Source: an optimization exercise on an open RTL-to-GDS flow (aim: small area). Production flows keep margins and buffers that such runs may drop.
In this exercise RTL edits were held to simulation tests only and were not proved equivalent to the original.
The clock port is modelled as an ideal driver, which makes a skipped or thinned clock tree look cheaper than it is; a real chip needs a root buffer or a tree.
Power is estimated from default activity; no workload was simulated.

## riscv8bit
module riscv8bit(
	output wire [7:0] data_from_ram,
	output wire mem_read_from_idandex,
	output wire mem_write_from_idandex,
	output wire [7:0] alu_result_from_idandex,
	output wire [7:0] write_data_to_memory,
	input wire [7:0] ram_data,
	output wire [7:0] pc_increment_address,
	input wire [15:0] instruction_input,
	input wire rst,
	input wire rst_registerfile,
	input wire clk
);
Settings: LEC_CHECK=0, ABC_AREA=1, CAP_MARGIN=20, CORE_MARGIN=2, CORE_UTILIZATION=70, GPL_TIMING_DRIVEN=0, SLEW_MARGIN=20, SYNTH_HIERARCHICAL=1, SYNTH_MINIMUM_KEEP_SIZE=0; clock period 5.0 ns.
standard.sh (not shown) runs the stock make flow with config.mk's settings and CLKGATE_MAP_FILE= SYNTH_SCRIPT=/design/flow/synth_recipe.tcl, a recipe that flattens the netlist after the stock synthesis.
==> flow/flow/run.sh <==
#!/bin/bash
# Own layout flow: the standard ORFS flow with these changes.
#  2. Port buffers are the smallest buffer (buf_1) instead of the default.
#  4. Buffers that synthesis put on pass-through wires are removed at
#     floorplan (REMOVE_ABC_BUFFERS); port buffering adds the port buffers.
# Every tool's full output goes to orfs/logs (ORFS's own per-step logs) and
# to make.log / def.log in this folder.
set -euo pipefail
W=$(pwd)
F=$W/flow

{
  echo 'proc abc {args} {'
  echo '  set i [lsearch $args -script]'
  echo "  if {\$i >= 0} { lset args [expr {\$i+1}] $F/area.abc }"
  echo '  yosys abc {*}$args'
  echo '}'
  cat "$W/synth_recipe.tcl"
} > "$W/own_synth.tcl"

export ADDER_MAP_FILE=
export REMOVE_ABC_BUFFERS=1
export BUFFER_PORTS_ARGS="-buffer_cell sky130_fd_sc_hd__buf_1"
export PRE_CTS_TCL="$F/pre_cts.tcl"
export MY_CLKLEAVES=8 MY_CLKROOTS=1
export MY_CLKBUF=sky130_fd_sc_hd__clkbuf_8 MY_CLKROOTBUF=sky130_fd_sc_hd__clkbuf_8
export POST_CTS_TCL="$F/post_cts.tcl"

make -C "$FLOW_HOME" DESIGN_CONFIG="$W/config.mk" WORK_HOME="$W/orfs" CLKGATE_MAP_FILE= \
  SYNTH_SCRIPT="$W/own_synth.tcl" finish > "$W/make.log" 2>&1

R=$W/orfs/results/sky130hd/riscv8bit/base
: # left out here: write the final layout as DEF
==> flow/flow/area.abc <==
strash
dc2
&get -n
&st
&dch -f
&nf -R 1000
&put
==> flow/flow/pre_cts.tcl <==
proc mcts_env {name default} {
  if {[info exists ::env($name)]} { return $::env($name) }
  return $default
}
set mcts_leaf_cell [mcts_env MY_CLKBUF sky130_fd_sc_hd__clkbuf_4]
set mcts_root_cell [mcts_env MY_CLKROOTBUF sky130_fd_sc_hd__clkbuf_4]
set mcts_leaves [mcts_env MY_CLKLEAVES 8]
set mcts_roots [mcts_env MY_CLKROOTS 2]

set block [ord::get_db_block]
set clknet [$block findNet clk]
set sinks {}
foreach it [$clknet getITerms] {
  set bb [[$it getInst] getBBox]
  lappend sinks [list $it [expr {([$bb xMin] + [$bb xMax]) / 2}] [expr {([$bb yMin] + [$bb yMax]) / 2}]]
}
proc mcts_halves {lst axis} {
  set s [lsort -integer -index [expr {$axis + 1}] $lst]
  set h [expr {[llength $s] / 2}]
  return [list [lrange $s 0 [expr {$h - 1}]] [lrange $s $h end]]
}
set groups [list $sinks]
set axis 1
while {[llength $groups] < $mcts_leaves} {
  set axis [expr {1 - $axis}]
  set ng {}
  foreach g $groups { foreach h [mcts_halves $g $axis] { lappend ng $h } }
  set groups $ng
}
proc mcts_buffer {block master name innet pins} {
  # pins: list of {iterm x y}; returns {x y} of the new buffer
  set buf [odb::dbInst_create $block $master $name]
  set net [odb::dbNet_create $block "${name}_net"]
  $net setSigType CLOCK
  [$buf findITerm A] connect $innet
  [$buf findITerm X] connect $net
  set sx 0; set sy 0
  foreach s $pins {
    set it [lindex $s 0]
    $it disconnect
    $it connect $net
    incr sx [lindex $s 1]; incr sy [lindex $s 2]
  }
  set n [llength $pins]
  set x [expr {$sx / $n}]; set y [expr {$sy / $n}]
  $buf setLocation $x $y
  $buf setPlacementStatus PLACED
  puts "manual clock tree: $name ([$master getName]) drives $n pins"
  return [list [$buf findITerm A] $x $y]
}
set leaf_master [[ord::get_db] findMaster $mcts_leaf_cell]
set root_master [[ord::get_db] findMaster $mcts_root_cell]
set leafpins {}
set i 0
foreach g $groups {
  lappend leafpins [mcts_buffer $block $leaf_master "clkbuf_leaf$i" $clknet $g]
  incr i
}
if {$mcts_roots > 0} {
  set per [expr {[llength $leafpins] / $mcts_roots}]
  for {set r 0} {$r < $mcts_roots} {incr r} {
    mcts_buffer $block $root_master "clkbuf_root$r" $clknet [lrange $leafpins [expr {$r * $per}] [expr {($r + 1) * $per - 1}]]
  }
}
global_connect
rename clock_tree_synthesis mcts_unused_clock_tree_synthesis
proc clock_tree_synthesis {args} { puts "clock_tree_synthesis skipped: manual clock tree in place" }
Other scripts of this flow, unchanged in this note and not shown: flow/flow/post_cts.tcl
The first run passed the timing, design-rule and antenna checks.
Change:
--- a/flow/flow/run.sh
+++ b/flow/flow/run.sh
@@ -27,2 +27,3 @@
 export POST_CTS_TCL="$F/post_cts.tcl"
+export CTS_ARGS="-sink_clustering_enable -repair_clock_nets -dont_use_dummy_load -buf_list {sky130_fd_sc_hd__clkbuf_4}"
 
- CORE_UTILIZATION: 70 -> 65
Die area climbs by 7.3%.
Via count drops by 4.6%.
Flip-flop and latch count is unchanged.
Design area is about the same.
Core utilization goes down by 7.5 points.
Worst setup slack improves by 29 ps.
Total power fell by 0.63%.
Critical path depth shrinks by 1.
First-iteration DRC count falls by 28%.
Change:
--- a/flow/flow/run.sh
+++ b/flow/flow/run.sh
@@ -25,5 +25,4 @@
 export MY_CLKLEAVES=8 MY_CLKROOTS=1
-export MY_CLKBUF=sky130_fd_sc_hd__clkbuf_8 MY_CLKROOTBUF=sky130_fd_sc_hd__clkbuf_8
+export MY_CLKBUF=sky130_fd_sc_hd__clkbuf_8 MY_CLKROOTBUF=sky130_fd_sc_hd__clkbuf_4
 export POST_CTS_TCL="$F/post_cts.tcl"
-export CTS_ARGS="-sink_clustering_enable -repair_clock_nets -dont_use_dummy_load -buf_list {sky130_fd_sc_hd__clkbuf_4}"
 
What happened: Total power went up by 0.62%. Via count hardly moves. Setup slack improves by 87 ps. Die area stays the same. Routed wire length is unchanged. Clock power went up by about 2%. Combinational power went up by about 0.5%. Core utilization stays flat.
Change:
--- a/flow/flow/run.sh
+++ b/flow/flow/run.sh
@@ -25,4 +25,5 @@
 export MY_CLKLEAVES=8 MY_CLKROOTS=1
-export MY_CLKBUF=sky130_fd_sc_hd__clkbuf_8 MY_CLKROOTBUF=sky130_fd_sc_hd__clkbuf_4
+export MY_CLKBUF=sky130_fd_sc_hd__clkbuf_8 MY_CLKROOTBUF=sky130_fd_sc_hd__clkbuf_8
 export POST_CTS_TCL="$F/post_cts.tcl"
+export CTS_ARGS="-sink_clustering_enable -repair_clock_nets -dont_use_dummy_load -buf_list {sky130_fd_sc_hd__clkbuf_4}"
 
==> flow/flow/area.abc (replaced) <==
strash
dc2
&get -n
&st
&dch -f
&nf -R 2000 -C 30
&put
Result:
- cell area barely changes
- worst hold slack loses 14 ps
- power rises by 0.40%
- area after synthesis barely changes
- cell count does not change
- worst setup slack degrades by 24 ps
- die area barely changes
- global-route usage grows by 3.4 points
Change:
--- a/flow/flow/run.sh
+++ b/flow/flow/run.sh
@@ -27,3 +27,2 @@
 export POST_CTS_TCL="$F/post_cts.tcl"
-export CTS_ARGS="-sink_clustering_enable -repair_clock_nets -dont_use_dummy_load -buf_list {sky130_fd_sc_hd__clkbuf_4}"
 
==> flow/flow/area.abc (replaced) <==
strash
dc2
&get -n
&st
&dch -f
&nf -R 1000
&put
- CORE_UTILIZATION: 65 -> 60
What happened:
- The changed run completed without violations
- worst setup slack improved by 58 ps
- critical path depth increases by 1
- sequential share of layout area increases by 0.11 points
- die area increases by a little under a tenth
- utilization decreases by 5.2 points
- design area barely changes
- synthesized area hardly moves
In every run of this note, the design's own scripts or RTL, not TritonCTS, make the clock network.

==> port drivers added, routing unchanged <==
In the flow no input, the clock included, has a driving cell. The finished layouts below were timed again as built, in two steps. Step 1 assumes that a clkbuf_16 drives the clock port and a buf_2 every other input. Step 2, shift: input delay + t, output delay - t, t = (earliest + latest rising clock arrival at the registers) / 2. This alone moves slack from input paths to output paths. Slacks: ideal ports / drivers / drivers and shift; pairs: ideal ports / drivers.
run	t, ns	slack for setup (ns)	hold WS [ns]	latest minus earliest clock arrival (ns)	cell pins on the clock port's net
the first run	0.416	0.751 / 0.763 / 0.346	0.335 / 0.335 / 0.335	0.016 / 0.017	1
the second run	0.414	0.779 / 0.795 / 0.381	0.335 / 0.335 / 0.335	0.019 / 0.020	1
the third run	0.506	0.866 / 0.880 / 0.374	0.335 / 0.335 / 0.335	0.016 / 0.017	1
the fourth run	0.424	0.842 / 0.852 / 0.427	0.321 / 0.321 / 0.321	0.019 / 0.019	1
the fifth run	0.424	0.900 / 0.913 / 0.489	0.334 / 0.334 / 0.334	0.018 / 0.018	1
After both steps setup and hold are still met in every run listed. The setup slack of the third run, which loses most, moves by +0.014 ns with the drivers and by -0.492 ns with both steps.
